This design comes from an exercise in tuning for small area and a short achievable clock period on the open sky130 flow, not from production work. No functional check of the RTL was part of any run shown here.

==> flow/design.v (outline; a module is shown in full before it is edited, if it fits) <==
// module preprocessing: 21 lines
// module cordic_dirs: 39 lines
// module cordic_top: 10665 lines
module cordic_top (
    input  wire        clk,
    input  wire [31:0] x_start,
    input  wire [31:0] y_start,
    input  wire [31:0] angle,
    output wire [31:0] sine,
    output wire [31:0] cosine
);
  // ...
==> flow/run.sh <==
#!/bin/bash
# synth_recipe.tcl (not shown) runs the flow's synth.tcl, then flattens the netlist and writes it again
# the make line also repeats each setting of config.mk as NAME=value (left out here)
make -C /OpenROAD-flow-scripts/flow DESIGN_CONFIG=/design/flow/config.mk WORK_HOME=/design/flow/orfs CLKGATE_MAP_FILE= SYNTH_SCRIPT=/design/flow/synth_recipe.tcl finish
==> flow/config.mk <==
export PLATFORM = sky130hd
export DESIGN_NAME = cordic_top
export DESIGN_NICKNAME = cordic_top
export VERILOG_FILES = /design/flow/design.v
export SDC_FILE = /design/flow/constraint.sdc
export NUM_CORES = 4
export LEC_CHECK = 0
export ABC_AREA = 1
export CAP_MARGIN = 20
export CORE_MARGIN = 2
export CORE_UTILIZATION = 40
export SLEW_MARGIN = 20
==> flow/constraint.sdc <==
create_clock -name core_clock -period 200.0 [get_ports {clk}]
set_input_delay 40.0000 -clock core_clock [delete_from_list [all_inputs] [get_ports {clk}]]
set_output_delay 40.0000 -clock core_clock [all_outputs]
set_load 0.01 [all_outputs]
==> summary.txt, run 1 <==
Status -> complete, no violations
Number of sequential cells -> 168
GP Congestion -> 0.955
Critical Path Start -> d_r2[25]
Die width -> 522 um
Final ANT Viol Nets -> 0
DRT iter0 DRCs -> 4312
# DRC -> 0
Hold Path Sink -> cn_r2
Skew-Pair Late Insertion Delay -> 520 ps
Synth top cells by count -> nand2_1 (3256), inv_1 (3132), ha_1 (2097), xor2_1 (1809), a21oi_1 (1178)
Fraction of layout cells with a size suffix above 1 -> 2.52%
M3 GR Usage -> 0.800%
Final setup margin -> 130870 ps
Initial Util -> 40.1%
Xor/xnor share of the synthesized area -> 21.9%
M2 GR Usage -> 35.7%
Post-layout util -> 42.6%
Most frequent cells in the layout -> nand2_1 (3249), inv_1 (3131), ha_1 (2097), xor2_1 (1800), a21oi_1 (1177)
Layout net count -> 18682
Wl on met1 -> 129000 um
Max-Cap Viols -> 0
Clk_buf instances -> 19
Layer carrying the most global-route usage -> met2
CTS root buf -> clkbuf_16
FF-to-FF End -> y_r2[17]
Clk_skew -> 25.8 ps
#MultiIn Comb -> 12574
Fin crit period -> 69130 ps
Hold Path Class -> reg -> reg
Crit Path Class -> reg -> out
Tap Cells -> 3552
First-pass GRT wire length -> 447000 um
Period utilization -> 34.6%
Startpoint types -> flop
Rows -> 190
Most numerous cell in the Yosys netlist -> nand2_1
Synthesis Warnings -> 5
==> run 2: changes to the inputs <==
--- a/flow/config.mk
+++ b/flow/config.mk
@@ -10,3 +10,3 @@
 export CORE_MARGIN = 2
 export CORE_UTILIZATION = 40
-export SLEW_MARGIN = 20
+export SLEW_MARGIN = 60
==> summary.txt, run 2 <==
Period utilization -> 34.4% (was 34.6%)
Xor/xnor share of the synthesized area -> 21.9% (unchanged)
Total grt overflow -> 0 (unchanged)
Mean post-synth cell area -> 6.68 um^2 (unchanged)
GP Congestion -> 0.955 (unchanged)
Post-synthesis compound-gate area fraction -> 13.3% (unchanged)
Mapped Cells -> 16056 (unchanged)
Syn Nets -> 18569 (unchanged)
Commonest non-fill, non-tap cell in the layout -> nand2_1 (unchanged)
Startpoint types -> flop (unchanged)
Antenna violations before repair -> 2 (was 1)
Fin crit period -> 68760 ps (was 69130 ps)
CORE AREA -> 267000 um^2 (unchanged)
F_max -> 14.5 MHz (about the same)
Drt via density -> 4.81 (about the same)
Post-synth top flop -> dfxtp_1 (unchanged)
Hold-fix buffers, CTS -> 0 (unchanged)
Die area -> 272000 um^2 (unchanged)
Endpoints failing hold -> 0 (unchanged)
Hpwl dp -> 241000 um (was 240000 um)
CP arrival -> 28760 ps (was 29130 ps)
Setup Buffers After CTS -> 0 (unchanged)
Clk_skew -> 27.5 ps (was 25.8 ps)
Setup-failing EPs final -> 0 (unchanged)
Synth Cell Area -> 107000 um^2 (unchanged)
Post-cts sizing count -> 0 (unchanged)
Largest net degree at the start of global routing -> 64 (was 70)
Status -> complete, no violations (unchanged)
Drt first pass iters -> 6 (unchanged)
Yosys cell types -> 73 (unchanged)
Crit Path Class -> reg -> out (unchanged)
Post-Route Setup TNS -> 0 ps (unchanged)
Max incr delay on CP -> 530 ps (was 840 ps)
# DRC -> 0 (unchanged)
Initial Util -> 40.1% (unchanged)
Portion of netlist area occupied by mux cells -> 0.0677% (unchanged)
CTS root buf -> clkbuf_16 (unchanged)
Hold Path Sink -> cn_r2 (unchanged)
Die width -> 522 um (unchanged)
Post-layout util -> 42.9% (was 42.6%)
First-pass GRT wire length -> 446000 um (was 447000 um)
Layout net count -> 18695 (was 18682)
Final slew viol count -> 0 (unchanged)
Share of the synthesized area in the top cell type -> 24.5% (unchanged)
CTS H-tree depth -> 4 (unchanged)
Synth top cells by count -> nand2_1 (3256), inv_1 (3132), ha_1 (2097), xor2_1 (1809), a21oi_1 (1178) (unchanged)
Delay-heaviest family, CP -> compound AO/OA/AOI/OAI gates (unchanged)
CTS tree -> yes (unchanged)
Flop2flop setup slack -> 133640 ps (was 132220 ps)
Clk buf depth -> 2 (unchanged)
Worst-path fanout max -> 33 (unchanged)
Yosys top cell by area -> ha_1 (unchanged)
Routed vias -> 95070 (was 94837)
Critical Path RT -> 160000 ps (about the same)
RR Startpoint -> z_r1[31] (unchanged)
Slew @ Worst Pin -> 655 ps (was 1070 ps)
Max-Cap Viols -> 0 (unchanged)
Reg2Reg Depth -> 412 (was 410)
Synth Register Bits -> 168 (unchanged)
Ports -> 161 (unchanged)
Asr flop ratio synth -> 0% (unchanged)
Skew-Pair Late Insertion Delay -> 520 ps (about the same)
Most numerous cell in the Yosys netlist -> nand2_1 (unchanged)
Vias in the first global route -> 90376 (was 90193)
Max_slew headroom -> 55.8% (was 28.4%)
Synth top area cells -> ha_1 (24%), xor2_1 (15%), nand2_1 (11%) (unchanged)
Adder-cell area share of the yosys netlist -> 30.4% (unchanged)
Final ANT Viol Nets -> 0 (unchanged)
DRT iter0 DRCs -> 4225 (was 4312)
EDFF count, synth -> 0 (unchanged)
Register area share after synthesis -> 3.14% (unchanged)
Crit path buf inv count -> 14 (was 15)
Syn-to-layout area delta -> 6.86% (was 6.22%)
Fraction of layout cells with a size suffix above 1 -> 3.04% (was 2.52%)
Port bufs -> 160 (unchanged)
Cell depth of the worst hold path -> 0 (unchanged)
RSZ-0062 raised after global routing -> false (unchanged)
Critical Path Start -> d_r2[25] (unchanged)
Worst path slowest cell -> ha_1 (was dfxtp_1)
Drt wl/cell -> 13.6 um (about the same)
Reg clk slew, reported paths -> 90 ps (about the same)
Largest family of logic cells by synthesized area -> adder cells (unchanged)
FF-to-FF End -> y_r2[17] (unchanged)
Filler cells -> 28624 (was 28577)
Total GRT Usage -> 19.5% (about the same)
Hold wc startpoint -> cn_r1 (unchanged)
TritonCTS Sinks -> 168 (unchanged)
Kind of end point of the critical path -> output port (unchanged)
CP dominant cell by count -> nand2_1 (unchanged)
CTS Buf Count -> 17 (unchanged)
Rows -> 190 (unchanged)
Die extent in y -> 522 um (unchanged)
Synthesis Warnings -> 5 (unchanged)
Post-synthesis simple-gate area fraction -> 19.5% (unchanged)
Routed Wire Length -> 269000 um (about the same)
Hold Path Class -> reg -> reg (unchanged)
Most frequent cells in the layout -> nand2_1 (3247), inv_1 (3115), ha_1 (2097), xor2_1 (1786), a21oi_1 (1173) (was nand2_1 (3249), inv_1 (3131), ha_1 (2097), xor2_1 (1800), a21oi_1 (1177))
-- run 2: changes by cell type in the layout (fill, tap and decap cells not counted), sizes merged --
| cell | change |
|---|---|
| inv | -4 |
| buf | +13 |
| bufinv | +1 |
| clkbuf | +1 |
| clkdlybuf4s50 | -1 |
| clkinv | +3 |
-- run 2: how the worst max path moves through the flow --
| stage | to | slack [ps] | depth (start not counted) |
|---|---|---|---|
| detailed placement | cosine[31] | 132240 | 205 |
| global placement | cosine[31] | 131270 | 204 |
| CTS | cosine[31] | 131590 | 205 |
| finish | cosine[31] | 131240 | 205 |
| floorplan | sine[29] | 130710 | 193 |
| global route | y_r2[17] | 125640 | 410 |
-- run 2: area by class of cell --
type / instances / area [um^2] / share of cell area (%)
Multi-Input combinational cell: 12574 / 91900 / 80.2
Tap cell: 3552 / 4440 / 3.88
Sequential cell: 168 / 3370 / 2.94
Timing Repair Buffer: 246 / 2360 / 2.06
Clock buffer: 19 / 453 / 0.395
Antenna cell: 2 / 5.00 / 0.00437
Clock inverter: 12 / 156 / 0.136
Inverter: 3175 / 11900 / 10.4
-- run 2: worst reg2reg max path: cells and delay by family (launching register included) --
kind | cells | cell delay [ps]
XOR/XNOR | 23 | 4450
buffers and inverters | 21 | 3110
adder cells (fa/ha/maj) | 29 | 12120
flip-flops | 1 | 350
AO/OA/AOI/OAI | 107 | 24090
AND/OR/NAND/NOR | 232 | 22040
-- run 2: stage by stage --
stage	hold WS (ps)	worst slack [ps]	instances	instance area (um^2)
after floorplan	310	130710	16056	107000
after global placement	482	131270	19701	113000
after detailed placement	474	132240	19714	114000
after CTS	490	131590	19745	114000
after global routing	495	125640	19747	115000
final	494	131240	19748	115000
-- run 2: cell families after synthesis --
kind of cell	Yosys count
adders and majority gates	2416
xor gates and xnor gates	2676
buffers and inverters	3314
DFF	168
muxes	7
AOI/OAI and AO/OA	2484
and+or+nand+nor	4991
-- run 2: layer usage --
| metal | wire, um | GRT usage [%] |
|---|---|---|
| met5 | 0 | 0 |
| met4 | 6060 | 4.34 |
| met3 | 5590 | 0.857 |
| met2 | 129000 | 35.4 |
| met1 | 129000 | 25.2 |

## separate check: timing with driven ports
How much do the figures lean on ideal ports? The routed layouts below were timed once more, with nothing changed but the port constraints.
Step 1: set_driving_cell puts a clkbuf_16 on clk and a buf_2 on each other input, an assumption about the parent block.
Step 2 also shifts input and output timing later by t, the mid clock arrival at the registers, as if the neighbouring blocks saw the same clock.
Three values: ideal, step 1, step 2; two values: the first two.
run	shift t [ns]	slack for setup (ns)	slew at the worst register clock pin (ns)	cell pins on the clock port's net
run 1	0.597	130.870 / 130.778 / 131.374	0.09 / 0.09	1
run 2	0.595	131.238 / 131.146 / 131.741	0.09 / 0.09	1
After both steps every run listed still meets setup and hold.
